This is an optimization exercise on Yosys and OpenROAD, whose aim is small area and a short achievable clock period, not a production implementation. Function was checked by simulation only, so behaviour that the tests miss may differ from the original. Power is estimated from default activity; no workload was simulated.

<file path="flow/design.v">
module rv32i_top (
    input  wire        clk,
    input  wire        en,
    input  wire [31:0] inst,
    input  wire [31:0] pc,
    output wire        wen,
    output wire [31:0] waddr,
    output wire [31:0] wdata,
    output wire [31:0] next_pc);
  rv32i core (
    .clk(clk),
    .w_0(en),
    .w_1(inst),
    .w_2(pc),
    .w_1616(wen),
    .w_1617(waddr),
    .w_1618(wdata),
    .w_1619(next_pc));
endmodule

module g_aoi222 (input wire a1, a2, b1, b2, c1, c2, output wire y);
  assign y = ~((a1 & a2) | (b1 & b2) | (c1 & c2));
endmodule
module g_nand2 (input wire a, b, output wire y);
  assign y = ~(a & b);
endmodule
module g_nand3 (input wire a, b, c, output wire y);
  assign y = ~(a & b & c);
endmodule
module g_nand4 (input wire a, b, c, d, output wire y);
  assign y = ~(a & b & c & d);
endmodule
module g_or3 (input wire a, b, c, output wire y);
  assign y = a | b | c;
endmodule
module rd_bit (input wire [31:1] sel, input wire [31:1] d, output wire y);
  wire [10:0] n;
  genvar g;
  generate
    for (g = 0; g < 10; g = g + 1) begin : grp
      g_aoi222 u (.a1(sel[3*g+1]), .a2(d[3*g+1]), .b1(sel[3*g+2]), .b2(d[3*g+2]),
                  .c1(sel[3*g+3]), .c2(d[3*g+3]), .y(n[g]));
    end
  endgenerate
  g_nand2 u31 (.a(sel[31]), .b(d[31]), .y(n[10]));
  wire m0, m1, m2;
  g_nand4 ua (.a(n[0]), .b(n[1]), .c(n[2]), .d(n[3]), .y(m0));
  g_nand4 ub (.a(n[4]), .b(n[5]), .c(n[6]), .d(n[7]), .y(m1));
  g_nand3 uc (.a(n[8]), .b(n[9]), .c(n[10]), .y(m2));
  g_or3   ud (.a(m0), .b(m1), .c(m2), .y(y));
endmodule
module rv32i (
    input wire clk,
    input wire [0:0] w_0,
    input wire [31:0] w_1,
    input wire [31:0] w_2,
    output wire [0:0] w_1616,
    output wire [31:0] w_1617,
    output wire [31:0] w_1618,
    output wire [31:0] w_1619);
  wire        en   = w_0[0];
  wire [31:0] inst = w_1;
  wire [31:0] pc   = w_2;
  reg  [32*32-1:0] rf;         
  reg        stg2;
  reg        st_store;
  reg  [4:0] st_rd;
  reg  [2:0] st_f3;
  reg [31:0] st_rs2;
  reg [31:0] st_pc4;
  wire [6:0] op  = inst[6:0];
  wire [4:0] rd  = inst[11:7];
  wire [2:0] f3  = inst[14:12];
  wire [4:0] rs1 = inst[19:15];
  wire [4:0] rs2 = inst[24:20];
  wire f7_20 = (inst[31:25] == 7'b0100000);
  wire op_rr     = (op == 7'b0110011);
  wire op_ri     = (op == 7'b0010011);
  wire op_load   = (op == 7'b0000011);
  wire op_store  = (op == 7'b0100011);
  wire op_branch = (op == 7'b1100011);
  wire op_lui    = (op == 7'b0110111);
  wire op_auipc  = (op == 7'b0010111);
  wire op_jal    = (op == 7'b1101111);
  wire op_jalr   = (op == 7'b1100111);
  wire [31:0] imm_i = {{20{inst[31]}}, inst[31:20]};
  wire [31:0] imm_s = {{20{inst[31]}}, inst[31:25], inst[11:7]};
  wire [31:0] imm_b = {{20{inst[31]}}, inst[7], inst[30:25], inst[11:8], 1'b0};
  wire [31:0] imm_u = {inst[31:12], 12'b0};
  wire [31:0] imm_j = {{12{inst[31]}}, inst[19:12], inst[20], inst[30:21], 1'b0};
  wire [31:0] r1, r2;
  wire [31:1] sel1, sel2;
  genvar gi, gb;
  generate
    for (gi = 1; gi < 32; gi = gi + 1) begin : dec
      assign sel1[gi] = (rs1 == gi);
      assign sel2[gi] = (rs2 == gi);
    end
    for (gb = 0; gb < 32; gb = gb + 1) begin : rdp
      wire [31:1] d;
      for (gi = 1; gi < 32; gi = gi + 1) begin : col
        assign d[gi] = rf[32*gi + gb];
      end
      rd_bit p1 (.sel(sel1), .d(d), .y(r1[gb]));
      rd_bit p2 (.sel(sel2), .d(d), .y(r2[gb]));
    end
  endgenerate
  wire [31:0] addr_imm = op_store ? imm_s : imm_i;
  wire [31:0] addr     = r1 + addr_imm;                  
  wire [31:0] pc_imm_v = op_jal ? imm_j : (op_branch ? imm_b : imm_u);
  wire [31:0] pc_imm   = pc + pc_imm_v;                  
  wire [31:0] pc4      = pc + 32'd4;
  wire br_eq  = (r1 == r2);
  wire br_ltu = (r1 < r2);
  wire br_lt  = ($signed(r1) < $signed(r2));
  reg  br_taken;
  always @* begin
    case (f3)
      3'd0: br_taken = br_eq;
      3'd1: br_taken = ~br_eq;
      3'd4: br_taken = br_lt;
      3'd5: br_taken = ~br_lt;
      3'd6: br_taken = br_ltu;
      3'd7: br_taken = ~br_ltu;
      default: br_taken = 1'b0;
    endcase
  end
  wire [31:0] b     = op_rr ? r2 : imm_i;
  wire        do_sub = (op_rr & f7_20 & (f3 == 3'd0)) | (f3 == 3'd2) | (f3 == 3'd3);
  wire [32:0] sum   = {1'b0, r1} + {1'b0, b ^ {32{do_sub}}} + {32'd0, do_sub};
  wire        ltu   = ~sum[32];
  wire        lt    = (r1[31] ^ b[31]) ? r1[31] : sum[31];
  function [31:0] rev32(input [31:0] x);
    integer m;
    begin
      for (m = 0; m < 32; m = m + 1) rev32[m] = x[31-m];
    end
  endfunction
  wire [4:0]  shamt = b[4:0];
  wire        sh_left = (f3 == 3'd1);
  wire [31:0] sh_in = sh_left ? rev32(r1) : r1;
  wire        sh_fill = f7_20 & r1[31] & ~sh_left;
  wire [32:0] sh_ext = $signed({sh_fill, sh_in}) >>> shamt;
  wire [31:0] shr = sh_ext[31:0];
  wire [31:0] shl = rev32(shr);
  reg [31:0] alu;
  always @* begin
    case (f3)
      3'd0: alu = sum[31:0];
      3'd1: alu = shl;
      3'd2: alu = {31'd0, lt};
      3'd3: alu = {31'd0, ltu};
      3'd4: alu = r1 ^ b;
      3'd5: alu = shr;
      3'd6: alu = r1 | b;
      default: alu = r1 & b;
    endcase
  end
  reg [31:0] ld;
  always @* begin
    case (st_f3)
      3'd0: ld = {{24{inst[7]}}, inst[7:0]};
      3'd1: ld = {{16{inst[15]}}, inst[15:0]};
      3'd4: ld = {24'd0, inst[7:0]};
      3'd5: ld = {16'd0, inst[15:0]};
      default: ld = inst;
    endcase
  end
  wire        wr_op = op_lui | op_auipc | op_jal | op_jalr | op_rr | op_ri;
  wire        we    = en & (stg2 ? ~st_store : wr_op);
  wire [4:0]  wa    = stg2 ? st_rd : rd;
  reg  [31:0] wd;
  always @* begin
    if (stg2)                  wd = ld;
    else if (op_lui)           wd = imm_u;
    else if (op_auipc)         wd = pc_imm;
    else if (op_jal | op_jalr) wd = pc4;
    else                       wd = alu;
  end
  integer j;
  always @(posedge clk) begin
    for (j = 1; j < 32; j = j + 1)
      if (we && wa == j) rf[32*j +: 32] <= wd;
  end
  wire ls = op_load | op_store;
  always @(posedge clk) begin
    stg2     <= en & ~stg2 & ls;
    st_store <= op_store;
    st_rd    <= rd;
    st_f3    <= f3;
    st_rs2   <= r2;
    st_pc4   <= pc4;
  end
  reg [31:0] npc;
  always @* begin
    if (!en)                       npc = 32'd0;
    else if (stg2)                 npc = st_pc4;
    else if (ls)                   npc = addr;
    else if (op_jal)               npc = pc_imm;
    else if (op_jalr)              npc = {addr[31:1], 1'b0};
    else if (op_branch & br_taken) npc = pc_imm;
    else                           npc = pc4;
  end
  reg [31:0] wdata;
  always @* begin
    case (st_f3)
      3'd0:    wdata = {inst[31:8], st_rs2[7:0]};
      3'd1:    wdata = {inst[31:16], st_rs2[15:0]};
      default: wdata = st_rs2;
    endcase
  end
  assign w_1616 = en & stg2 & st_store;
  assign w_1617 = pc;
  assign w_1618 = wdata;
  assign w_1619 = npc;
endmodule
</file>
<file path="flow/run.sh">
#!/bin/bash
# synth_recipe.tcl (not shown) runs the flow's synth.tcl, then flattens the netlist and writes it again
# the make line also repeats each setting of config.mk as NAME=value (left out here)
make -C /OpenROAD-flow-scripts/flow DESIGN_CONFIG=/design/flow/config.mk WORK_HOME=/design/flow/orfs CLKGATE_MAP_FILE= SYNTH_SCRIPT=/design/flow/synth_recipe.tcl finish
</file>
<file path="flow/constraint.sdc">
create_clock -name core_clock -period 20.0 [get_ports {clk}]
set_input_delay 4.0000 -clock core_clock [delete_from_list [all_inputs] [get_ports {clk}]]
set_output_delay 4.0000 -clock core_clock [all_outputs]
set_load 0.01 [all_outputs]
</file>
<file path="flow/config.mk">
export PLATFORM = sky130hd
export DESIGN_NAME = rv32i_top
export DESIGN_NICKNAME = rv32i_top
export VERILOG_FILES = /design/flow/design.v
export SDC_FILE = /design/flow/constraint.sdc
export NUM_CORES = 4
export LEC_CHECK = 0
export CAP_MARGIN = 20
export CORE_MARGIN = 2
export CORE_UTILIZATION = 30
export SLEW_MARGIN = 20
export SYNTH_HIERARCHICAL = 1
export SYNTH_MINIMUM_KEEP_SIZE = 0
</file>
==> summary.md <==
| Metric | Value |
|---|---|
| Post-synth EDFFs | 992 |
| Pwr dens | 90.3 mW/mm^2 |
| Die area | 0.188 sq mm |
| Critical path fanouts, max | 32 |
| Ys async rst share | 0% |
| Main combinational cell family by area after synthesis | compound AO/OA/AOI/OAI gates |
| Fraction of layout instances using a drive strength above 1 | 12.1% |
| Compound-Gate Fraction of Synth Area | 21.7% |
| Die Y-Extent | 434 um |
| Setup TNS | 0 ns |
| Dpl hpwl | 185000 um |
| Clock transition at path regs | 0.07 ns |
| Top Ports | 163 |
| Setup Crit Path Kind | input port to primary output |
| Unrepaired setup endpoints after global routing | no |
| Post-layout worst setup margin | 3.22 ns |
| Post-Syn Instances | 4475 |
| Hold-fix buffers, CTS | 0 |
| Post-route ant nets | 0 |
| Synth area leaders | edfxtp_1, a222oi_1, ha_1, dfxtp_1, a21oi_1 |
| Port buffer count | 162 |
| Post-Synth XOR/XNOR Area | 2.04% |
| Final nets | 5019 |
| Post-synthesis mux area share | 2.35% |
| Status | no timing/DRC/antenna violations |
| Syn avg cell area | 12.4 sq um |
| Max Fclk | 59.6 MHz |
| First-pass GRT wire length | 374000 um |
| Root Buffer | clkbuf_16 |
| Syn. warnings | 7 |
| Largest net degree at the start of global routing | 47 |
| Syn nets | 4733 |
| Synthesis-stage register bit count | 1066 |
| Fill cells | 17800 |
| Synth-to-Final Area Change | 17.6% |
| Critical Path RT | 16.00 ns |
| Fin Hold WS | 0.667 ns |
| Period utilisation layout | 83.9% |
| Total GRT Usage | 28.4% |
| Area share of the largest cell type after synthesis | 53.8% |
| Crit end category | primary output |
| Worst slew pin tran | 1.17 ns |
| Max cap viols | 0 |
| Initial antenna violation count | 30 |
| Post-Synth Simple-Gate Area | 10.4% |
| CTS Buf Count | 105 |
| DRC violation count after routing | 0 |
| Layout Skew | 0.0654 ns |
| Post-CTS sizing | 0 |
| CTS tree | built |
| H-tree depth reported by CTS | 3 |
| Initial Utilization | 30.2% |
| Drt first pass iters | 14 |
| DR vias/cell | 6.73 |
| Pins Over Slew Limit | 0 |
| Static Leak | 21.8 nW |
| Post-CTS Setup Inserts | 0 |
| Cell variety after synth | 95 |
| Pre-CTS WS | 3.59 ns |
| Clock sinks | 1066 |
| Rows | 157 |
| Post-Syn Area | 0.0554 sq mm |
| Multi-input gate area | 0.0235 sq mm |
| Register area | 0.0313 sq mm |
| Worst-Skew Late Latency | 0.77 ns |
| Post-synth top flop | edfxtp_1 |
| Hold Path Class | register to register |
| Drt first-iter violations | 11700 |
| Synth Area in Adders | 4.38% |
| Worst vdd ir | 0.0883 mV |
| Max-slew headroom | 21.2% |
| Synth area leader | edfxtp_1 |
| Share of the yosys chip area belonging to registers | 56.5% |
| Gpl congestion | 1.02 |
| Crit path time final | 16.78 ns |
| Final setup viols | 0 |
| Wire per inst | 37.6 um |
| Fin. Hold Viols | 0 |
| CP startpoint kind | input port |
| Worst EP arrival | 12.78 ns |
| Core footprint | 0.183 sq mm |
| Total routed wirelength | 276000 um |
| Vias in the first global route | 45900 |
| Die Wd | 434 um |
| Via count | 49400 |
| Clock Path Buffers | 3 |
| Grt total ovfl | 0 |
## final timing paths
check	from	to	slack (ns)	cells past startpoint
max	inst[24]	next_pc[27]	3.22	22
max reg2reg	core.rf[512]$_DFFE_PP_	core.rf[734]$_DFFE_PP_	12.30	18
min	core.rf[1021]$_DFFE_PP_	core.st_rs2[29]$_DFF_P_	0.67	3
min reg2reg	core.rf[1021]$_DFFE_PP_	core.st_rs2[29]$_DFF_P_	0.67	3
## synth_stat cells (all sizes together) (18+ instances only)
cell	number
nand3	176
xnor2	90
nor3	55
a22o	18
o221ai	29
and2	38
mux2	38
a21oi	228
a211oi	31
mux2i	61
a222oi	642
o211ai	39
nor2	237
a31oi	34
inv	149
nor2b	27
a22oi	29
and3	38
clkbuf	122
dfxtp	74
o21ai	184
nand2	267
ha	189
nand2b	25
nand4	148
a21o	73
or3	82
buf	65
xor2	39
edfxtp	992
## kinds of logic after synthesis
| logic type | after synthesis |
|---|---|
| AND/OR/NAND/NOR | 1150 |
| buffers and inverters | 336 |
| XOR/XNOR | 129 |
| multiplexers | 110 |
| AO/OA/AOI/OAI | 1492 |
| flip-flops | 1066 |
| adder cells (fa/ha/maj) | 192 |
## routing by layer
layer	vias up	GRT usage (%)	routed length (um)
li1	19800	-	-
met1	24300	35.5	97900
met2	4452	42.1	117000
met3	887	7.96	38300
met4	16	20.0	22800
met5	-	0	113
## cell usage in the layout (no fill, tap or decap), types with 17 or more instances in the layout
master | synthesis | final
edfxtp_1 | 992 | 992
a222oi_1 | 642 | 642
nand2_1 | 267 | 267
a21oi_1 | 226 | 222
buf_4 | 42 | 203
ha_1 | 189 | 189
nand3_1 | 176 | 176
o21ai_0 | 177 | 175
clkdlybuf4s50_1 | 0 | 160
nor2_1 | 235 | 152
nand4_1 | 148 | 148
inv_1 | 146 | 146
clkbuf_16 | 0 | 107
xnor2_1 | 90 | 90
or3_1 | 82 | 82
a21o_1 | 73 | 73
dfxtp_1 | 74 | 73
nor2_4 | 0 | 69
mux2i_1 | 59 | 58
nor3_1 | 54 | 44
xor2_1 | 39 | 39
o211ai_1 | 39 | 39
and2_1 | 38 | 38
mux2_2 | 38 | 38
and3_1 | 37 | 36
a31oi_1 | 34 | 30
a22oi_1 | 29 | 29
a211oi_1 | 30 | 27
nor2b_1 | 27 | 26
o221ai_1 | 29 | 26
nand2b_1 | 25 | 25
clkbuf_1 | 122 | 21
a22o_1 | 18 | 18
diode_2 | 0 | 17
clkinv_2 | 0 | 17
## modules after synthesis (local to each module, per instance), excerpt
module / copies in the design / flip-flops and latches / cells inside / cell area [sq um]
g_or3: 64 / 0 / 1 / 6.26
g_nand4: 128 / 0 / 1 / 6.26
rv32i: 1 / 1066 / 3515 / 47200
g_nand2: 64 / 0 / 1 / 3.75
g_nand3: 64 / 0 / 1 / 5.00
g_aoi222: 640 / 0 / 1 / 10.0
## metrics by stage
step	total power, mW	util [%]	cells	area [sq um]
final	5.88	35.5	7333	65100
after global routing	6.02	35.5	7319	65100
after CTS	5.84	35.5	7315	65100
after detailed placement	3.79	33.6	7117	61500
after global placement	3.79	33.6	7117	61500
after floorplan	3.21	-	4475	55400
## layout make-up
cell class | count | area share, %
diodes | 17 | 0.0653
clock buffers | 137 | 4.42
clock inverters | 61 | 1.05
inverters | 149 | 0.866
multi-input cells | 3073 | 36.0
flip-flops and latches | 1066 | 48.0
well taps | 2464 | 4.73
repair buffers | 366 | 4.82
## report_power, final
group	total, mW	internal, mW	switching, mW
registers	2.55	2.54	0.0117
clock network	2.09	1.17	0.920
logic	1.24	0.359	0.885
total	5.88	4.07	1.82
## critical path, cell delays in order
cell,delay (ns)
clkdlybuf4s50_1,1.09
inv_1,0.47
nand3_1,0.47
nor3_2,0.07
buf_4,0.37
a222oi_1,0.49
nand4_1,0.58
or3_1,0.69
inv_1,0.10
ha_1,0.26
a22oi_1,0.20
o211ai_1,0.11
a31oi_1,0.29
o22ai_1,0.18
o21a_1,0.22
nor3_1,0.90
mux2i_1,0.17
buf_4,0.23
nor2_1,0.65
o221ai_1,0.25
o21ai_0,0.31
clkdlybuf4s50_1,0.60
## registers in the layout (all words and copies together) (netlist names)
name / count
core.stg2: 1
core.st_rs2: 32
core.st_store: 1
core.st_f3: 3
core.st_pc4: 32
core.rf: 992
core.st_rd: 5

re-timing with driven ports:
The results above use ideal ports. As a check the final layout listed here was re-extracted and re-timed, cells and wires unchanged.
Step 1, drivers: a clkbuf_16 drives clk and a buf_2 each remaining input, both assumed.
Step 2, shift: input delay + t, output delay - t, t = (earliest + latest rising clock arrival at the registers) / 2. This alone moves slack from input paths to output paths.
Three values: ideal ports, drivers, drivers and shift; two values: the first two.
t (ns): 0.827
slack for setup (ns): 3.217 / 3.187 / 3.187
worst setup path after step 2: input to output
worst register clock-pin slew, ns: 0.07 / 0.07
worst data-port slew with drivers (ns): 0.08
After both steps this run still meets setup and hold. For this run, drivers alone change the setup slack by -0.030 ns; drivers and shift together by -0.030 ns.
